From an optimization exercise on the open Yosys and OpenROAD flow, aimed at small area; shortcuts taken in it are not production practice.
In this exercise RTL edits were held to simulation tests only and were not proved equivalent to the original.
No driver is modelled on the clock port, so clock power and skew are understated where the tree is cut down; a real chip needs a root buffer or a tree.

the previous run:
==> flow/design.v <==
module data(
input clr,input clk,
input [3:0]in_data,
input up,input down,input left,input right,
output reg death,output wire [3:0]out_data
    );
reg [3:0] state;
localparam STOP = 4'b1011, BIRTHSET = 4'b1000, BIRTH = 4'b1001, TRAP = 4'b1010;
wire any = up | down | left | right;
always @(posedge clk or posedge clr) begin
	if (clr) state <= STOP;
	else if (state == STOP) begin
		if (any) state <= 4'b0000;
	end
	else if (state == TRAP) begin
		if (!any) state <= STOP;
	end
	else state <= state + 4'd1;
end
reg       v_q, col_q, rev_q;
reg [1:0] idx_q;
reg       v, col, rev;
reg [1:0] idx;
wire d_col = up | down;
wire d_rev = up ? 1'b0 : down ? 1'b1 : left ? 1'b0 : 1'b1;
always @(*) begin
	v = v_q; col = col_q; rev = rev_q; idx = idx_q;
	if (state == STOP) v = 1'b0;
	else if (!state[3]) begin
		if (any) begin v = 1'b1; col = d_col; rev = d_rev; idx = state[1:0]; end
	end
	else if (state == BIRTHSET) begin
		if (any) begin
			v = 1'b1; rev = 1'b0;
			col = ~up & ~down;
			idx = {2{up | (~down & left)}};
		end
	end
end
always @(posedge clk) begin
	v_q <= v; col_q <= col; rev_q <= rev; idx_q <= idx;
end
reg fresh;
always @(posedge clk or posedge clr)
	if (clr) fresh <= 1'b1;
	else fresh <= 1'b0;
reg [63:0] lab;
wire [63:0] lab_d;
always @(posedge clk) lab <= lab_d;
board_out u_out (.lab(lab), .in_data(in_data), .fresh(fresh), .out_data(out_data));
wire mm = v & (state[3:2] == 2'b00);		 
wire ms = v & (state[3:2] == 2'b01);		 
wire mb = v & ~rev & (state == BIRTH);		 
wire act = mm | ms | mb;
wire [3:0] rs, cs;	 
genvar g;
generate for (g = 0; g < 4; g = g + 1) begin : S
	assign rs[g] = ~col & (idx == g);
	assign cs[g] = col & (idx == g);
end endgenerate
wire [15:0] sel;	 
generate for (g = 0; g < 16; g = g + 1) begin : SL
	assign sel[g] = rs[g/4] | cs[g%4];
end endgenerate
wire [1:0] key = idx ^ {2{rev}};
wire [3:0] a, b, c, d, ya, yb, yc, yd;
wire full;
line_read u_read (.lab(lab), .sel(sel), .key(key), .a(a), .b(b), .c(c), .d(d));
op u_op (.a(a), .b(b), .c(c), .d(d), .mm(mm), .ms(ms), .mb(mb),
	.ya(ya), .yb(yb), .yc(yc), .yd(yd), .full(full));
line_write u_write (.lab(lab), .sel(sel), .key(key), .act(act), .fresh(fresh),
	.ya(ya), .yb(yb), .yc(yc), .yd(yd), .lab_d(lab_d));
always @(posedge clk or posedge clr)
	if (clr) death <= 1'b0;
	else if (mb & full) death <= 1'b1;
endmodule
module board_out(input [63:0] lab, input [3:0] in_data, input fresh, output [3:0] out_data);
wire [3:0] cv = lab[{in_data, 2'b00} +: 4];
assign out_data = fresh ? 4'd1 : cv;
endmodule
module line_read(input [63:0] lab, input [15:0] sel, input [1:0] key, output [3:0] a, b, c, d);
wire [3:0] rb [0:3];
genvar g;
generate for (g = 0; g < 4; g = g + 1) begin : RB
	assign rb[g] = ({4{sel[0*4+(0^g)]}} & lab[4*(0*4+(0^g)) +: 4]) | ({4{sel[1*4+(1^g)]}} & lab[4*(1*4+(1^g)) +: 4])
	             | ({4{sel[2*4+(2^g)]}} & lab[4*(2*4+(2^g)) +: 4]) | ({4{sel[3*4+(3^g)]}} & lab[4*(3*4+(3^g)) +: 4]);
end endgenerate
assign a = rb[key];
assign b = rb[key ^ 2'd1];
assign c = rb[key ^ 2'd2];
assign d = rb[key ^ 2'd3];
endmodule
module line_write(input [63:0] lab, input [15:0] sel, input [1:0] key, input act, fresh,
	input [3:0] ya, yb, yc, yd, output [63:0] lab_d);
wire [3:0] yq [0:3];
assign yq[0] = ya; assign yq[1] = yb; assign yq[2] = yc; assign yq[3] = yd;
wire [3:0] wb [0:3];
genvar g;
generate for (g = 0; g < 4; g = g + 1) begin : WB
	assign wb[g] = fresh ? 4'd1 : yq[g ^ key];
end endgenerate
generate for (g = 0; g < 16; g = g + 1) begin : W
	wire en = (act & sel[g]) | fresh;
	assign lab_d[4*g +: 4] = ({4{en}} & wb[(g/4) ^ (g%4)]) | ({4{~en}} & lab[4*g +: 4]);
end endgenerate
endmodule
module op(input [3:0] a, b, c, d, input mm, ms, mb,
	output [3:0] ya, yb, yc, yd, output full);
wire a1 = a == 4'd1, b1 = b == 4'd1, c1 = c == 4'd1, d1 = d == 4'd1;
wire eab = a == b, ecd = c == d;
wire [3:0] x = c1 ? d : c;
wire [3:0] y = b1 ? a : b;
wire m_ab = mm & eab & ~a1;
wire m_cd = mm & ecd & ~c1;
wire m_yx = mm & ~eab & ~ecd & (y == x);
assign full = ~a1 & ~b1 & ~c1 & ~d1;
wire inc_a = m_ab | (m_yx & b1) | (mb & a1);
wire inc_b = (m_yx & ~b1) | (mb & ~a1 & b1);
wire inc_c = m_cd | (mb & ~a1 & ~b1 & c1);
wire inc_d = mb & ~a1 & ~b1 & ~c1 & d1;
wire one_b = m_ab;
wire one_c = m_yx & ~c1;
wire one_d = m_cd | (m_yx & c1);
reg [3:0] s0, s1, s2, s3;
always @(*) begin
	s0 = a; s1 = b; s2 = c; s3 = d;
	if (s0 != 4'd1) ;
	else if (s1 != 4'd1) begin s0 = s1; s1 = 4'd1; end
	else if (s2 != 4'd1) begin s0 = s2; s2 = 4'd1; end
	else begin s0 = s3; s3 = 4'd1; end
	if (s1 != 4'd1) ;
	else if (s2 != 4'd1) begin s1 = s2; s2 = 4'd1; end
	else begin s1 = s3; s3 = 4'd1; end
	if (s2 != 4'd1) ;
	else begin s2 = s3; s3 = 4'd1; end
end
assign ya = inc_a ? a + 4'd1 : ms ? s0 : a;
assign yb = inc_b ? b + 4'd1 : one_b ? 4'd1 : ms ? s1 : b;
assign yc = inc_c ? c + 4'd1 : one_c ? 4'd1 : ms ? s2 : c;
assign yd = inc_d ? 4'd2 : one_d ? 4'd1 : ms ? s3 : d;
endmodule
export LEC_CHECK = 0
export ABC_AREA = 1
export CAP_MARGIN = 20
export CORE_MARGIN = 2
export CORE_UTILIZATION = 40
export PLACE_DENSITY = 0.6
export SLEW_MARGIN = 20
export SYNTH_HIERARCHICAL = 1
create_clock -name core_clock -period 20.0 [get_ports {clk}]
standard.sh (not shown) runs the stock make flow with config.mk's settings and CLKGATE_MAP_FILE= SYNTH_SCRIPT=/design/flow/synth_recipe.tcl, a recipe that flattens the netlist after the stock synthesis.
==> flow/flow/run.sh <==
#!/bin/bash
# Layout: the standard flow (standard.sh) with these changes:
# - synthesis keeps the hierarchy (SYNTH_HIERARCHICAL 1) and maps each
#   module with ABC 48 times in parallel (multi_abc.tcl, abc_par.sh; area
#   oriented, seeds fixed), keeping the smallest result for each; the
#   registers are all in the top module, mapped as in the standard synthesis
#   and keep their names; synth_recipe.tcl flattens the design afterwards;
# - no adder cells (ABC maps the adders with the rest of the logic);
# - clock tree: one level of clkbuf_16, one per group of flip-flops
#   (clock_tree.tcl) instead of clock_tree_synthesis;
# - buf_1 port buffers.
# Each make step logs to orfs/logs as usual; make's own output goes to
# flow_make.log.
set -euo pipefail
W=$(pwd)
rm -rf "$W/scripts_local"
cp -r "$FLOW_HOME/scripts" "$W/scripts_local"
cp "$W/flow/multi_abc.tcl" "$W/flow/abc_par.sh" "$W/flow/clock_tree.tcl" "$W/scripts_local/"
grep -q '^  log_cmd abc {\*}\$abc_args$' "$W/scripts_local/synth.tcl"
sed -i 's/^  log_cmd abc {\*}\$abc_args$/  source $::env(SCRIPTS_DIR)\/multi_abc.tcl/' "$W/scripts_local/synth.tcl"
grep -q '^log_cmd clock_tree_synthesis {\*}\$cts_args$' "$W/scripts_local/cts.tcl"
sed -i 's/^log_cmd clock_tree_synthesis {\*}\$cts_args$/source $::env(SCRIPTS_DIR)\/clock_tree.tcl/' "$W/scripts_local/cts.tcl"
export SCRIPTS_DIR="$W/scripts_local"
export CLOCK_TREE_PORT=clk CLOCK_TREE_BUF=sky130_fd_sc_hd__clkbuf_16 CLOCK_TREE_GROUPS=3
bash "$W/standard.sh" \
  "ADDER_MAP_FILE=" \
  "BUFFER_PORTS_ARGS=-buffer_cell sky130_fd_sc_hd__buf_1" \
  finish > "$W/flow_make.log" 2>&1
==> flow/flow/multi_abc.tcl <==
# Sourced by synth.tcl in place of its single abc call. The design is
# synthesized with its hierarchy (SYNTH_HIERARCHICAL 1); each module's logic
# is mapped with ABC several times from the same starting netlist, each run
# with its own random seeds for &deepsyn (area oriented), and the run with
# the smallest cell area is kept for that module. The runs go in parallel (abc_par.sh, NUM_CORES at a
# time) on the netlist yosys hands to ABC; the chosen mapping is then read
# back through yosys's abc pass. The registers are already mapped and ABC
# does not touch them.
set ma_dir $::env(OBJECTS_DIR)/multi_abc
file delete -force $ma_dir
file mkdir $ma_dir
proc ma_script {path lines} {
  set fh [open $path w]
  foreach l $lines { puts $fh $l }
  close $fh
}
set ma_lib {}
set ma_x {}
foreach {k v} [lrange $abc_args 2 end] {
  if {$k eq "-liberty"} { lappend ma_lib $v }
  if {$k eq "-dont_use"} { append ma_x " -X $v" }
}
set ma_pre ""
foreach l $ma_lib { append ma_pre "read_lib$ma_x -w $l; " }
set ma_runs {}
foreach s {1 3 5 7 9 11 13 15 17 19 21 23 25 27 29 31 33 35 37 39 41 43 45 47 49 51 53 55 57 59 61 63 65 67 69 71 73 75 77 79 81 83 85 87 89 91 93 95} {
  lappend ma_runs "strash; &get -n; &st; &deepsyn -T 30 -S $s; &deepsyn -T 30 -S [expr {$s + 1}]; &put; dch -f -x; amap -F 4 -A 10"
}
set ma_abc [file join [file dirname $::env(YOSYS_EXE)] yosys-abc]
set ma_mods {}
foreach l [split [tee -q -s result.string ls] "\n"] {
  if {[regexp {^\s+(\S+)\s*$} $l -> m]} { lappend ma_mods $m }
}
foreach m $ma_mods {
  set md $ma_dir/$m
  file mkdir $md
  # the netlist yosys gives ABC for this module
  design -save multi_abc_start
  ma_script $md/dump.script [list "write_blif $md/in.blif" "strash" "map"]
  log_cmd abc {*}[lreplace $abc_args 1 1 $md/dump.script] $m
  design -load multi_abc_start
  set ma_best -1
  set ma_area -1
  if {[catch {exec bash $::env(SCRIPTS_DIR)/abc_par.sh $ma_abc $md/in.blif $md $::env(NUM_CORES) $ma_pre {*}$ma_runs 2>@1} ma_res]} {
    puts "multi_abc: $m: parallel runs failed: $ma_res"
    set ma_res ""
  }
  foreach l [split $ma_res "\n"] {
    if {[scan $l "%d %f" i a] == 2} {
      puts "multi_abc: $m: run $i area $a"
      if {$ma_area < 0 || $a < $ma_area} { set ma_area $a; set ma_best $i }
    }
  }
  if {$ma_best < 0} {
    puts "multi_abc: $m: no parallel result; running the first script directly"
    ma_script $md/first.script [split [lindex $ma_runs 0] ";"]
    log_cmd abc {*}[lreplace $abc_args 1 1 $md/first.script] $m
  } else {
    puts "multi_abc: $m: keeping run $ma_best (logic area $ma_area)"
    ma_script $md/load.script [list "read_blif $md/out_$ma_best.blif"]
    log_cmd abc {*}[lreplace $abc_args 1 1 $md/load.script] $m
  }
}
Other scripts of this flow, unchanged in this note and not shown: flow/flow/abc_par.sh, flow/flow/clock_tree.tcl
#### Input delta (the current run over the previous run)
diff --git a/flow/flow/run.sh b/flow/flow/run.sh
--- a/flow/flow/run.sh
+++ b/flow/flow/run.sh
@@ -2,5 +2,5 @@
 # Layout: the standard flow (standard.sh) with these changes:
 # - synthesis keeps the hierarchy (SYNTH_HIERARCHICAL 1) and maps each
-#   module with ABC 48 times in parallel (multi_abc.tcl, abc_par.sh; area
+#   module with ABC 24 times in parallel (multi_abc.tcl, abc_par.sh; area
 #   oriented, seeds fixed), keeping the smallest result for each; the
 #   registers are all in the top module, mapped as in the standard synthesis
diff --git a/flow/flow/multi_abc.tcl b/flow/flow/multi_abc.tcl
--- a/flow/flow/multi_abc.tcl
+++ b/flow/flow/multi_abc.tcl
@@ -24,5 +24,5 @@
 foreach l $ma_lib { append ma_pre "read_lib$ma_x -w $l; " }
 set ma_runs {}
-foreach s {1 3 5 7 9 11 13 15 17 19 21 23 25 27 29 31 33 35 37 39 41 43 45 47 49 51 53 55 57 59 61 63 65 67 69 71 73 75 77 79 81 83 85 87 89 91 93 95} {
+foreach s {1 3 5 7 9 11 13 15 17 19 21 23 25 27 29 31 33 35 37 39 41 43 45 47} {
   lappend ma_runs "strash; &get -n; &st; &deepsyn -T 30 -S $s; &deepsyn -T 30 -S [expr {$s + 1}]; &put; dch -f -x; amap -F 4 -A 10"
 }
| number of multi-input combinational cells in the layout | the current run vs the previous run | ≈ equal |. First-pass detailed-route iteration total, the current run and the previous run, higher one = the current run. The current run: net count after synthesis about 0.5% above the previous run. [compare] base=the previous run new=the current run: area of all placed cells without fillers shows an increase of 34 µm²; worst hold slack across all endpoints climbed 0.012 ns. Relative to the previous run, detailed-routing wirelength on met1 decreased by 310 µm in the current run. ~same sum of routed wire length over all layers in the current run and the previous run. When the current run is set beside the previous run, its netlist area before placement turns out to be 24 µm² larger. Looking at cell with the largest stage delay on the worst path, the sky130_fd_sc_hd__nor4_1 result is from the previous run; the sky130_fd_sc_hd__o22ai_2 one comes from the current run.
In every run of this note, the design's own scripts or RTL, not TritonCTS, make the clock network.

re-timing with driven ports:
The results above use ideal ports. As a check the final layouts listed here were re-extracted and re-timed, cells and wires unchanged. Step 1: set_driving_cell puts a clkbuf_16 on clk and a buf_2 on each other input, an assumption about the parent block. Step 2 adds t to the input delays and takes it off the output delays; t is the mean of the earliest and latest rising clock arrival at the registers after step 1. Input paths then give back, and output paths get back, about the clock's delay inside the block. Three values: no drivers, after step 1, after step 2; two values: the first two.
| run | shift t [ns] | setup slack, ns | hold WS [ns] |
|---|---|---|---|
| the previous run | 0.226 | 7.297 / 7.341 / 7.115 | 0.464 / 0.464 / 0.464 |
| the current run | 0.233 | 7.803 / 7.852 / 7.618 | 0.476 / 0.476 / 0.476 |
After both steps every run listed still meets setup and hold. The setup slack of the current run, which loses most, moves by +0.049 ns with the drivers and by -0.185 ns with both steps.
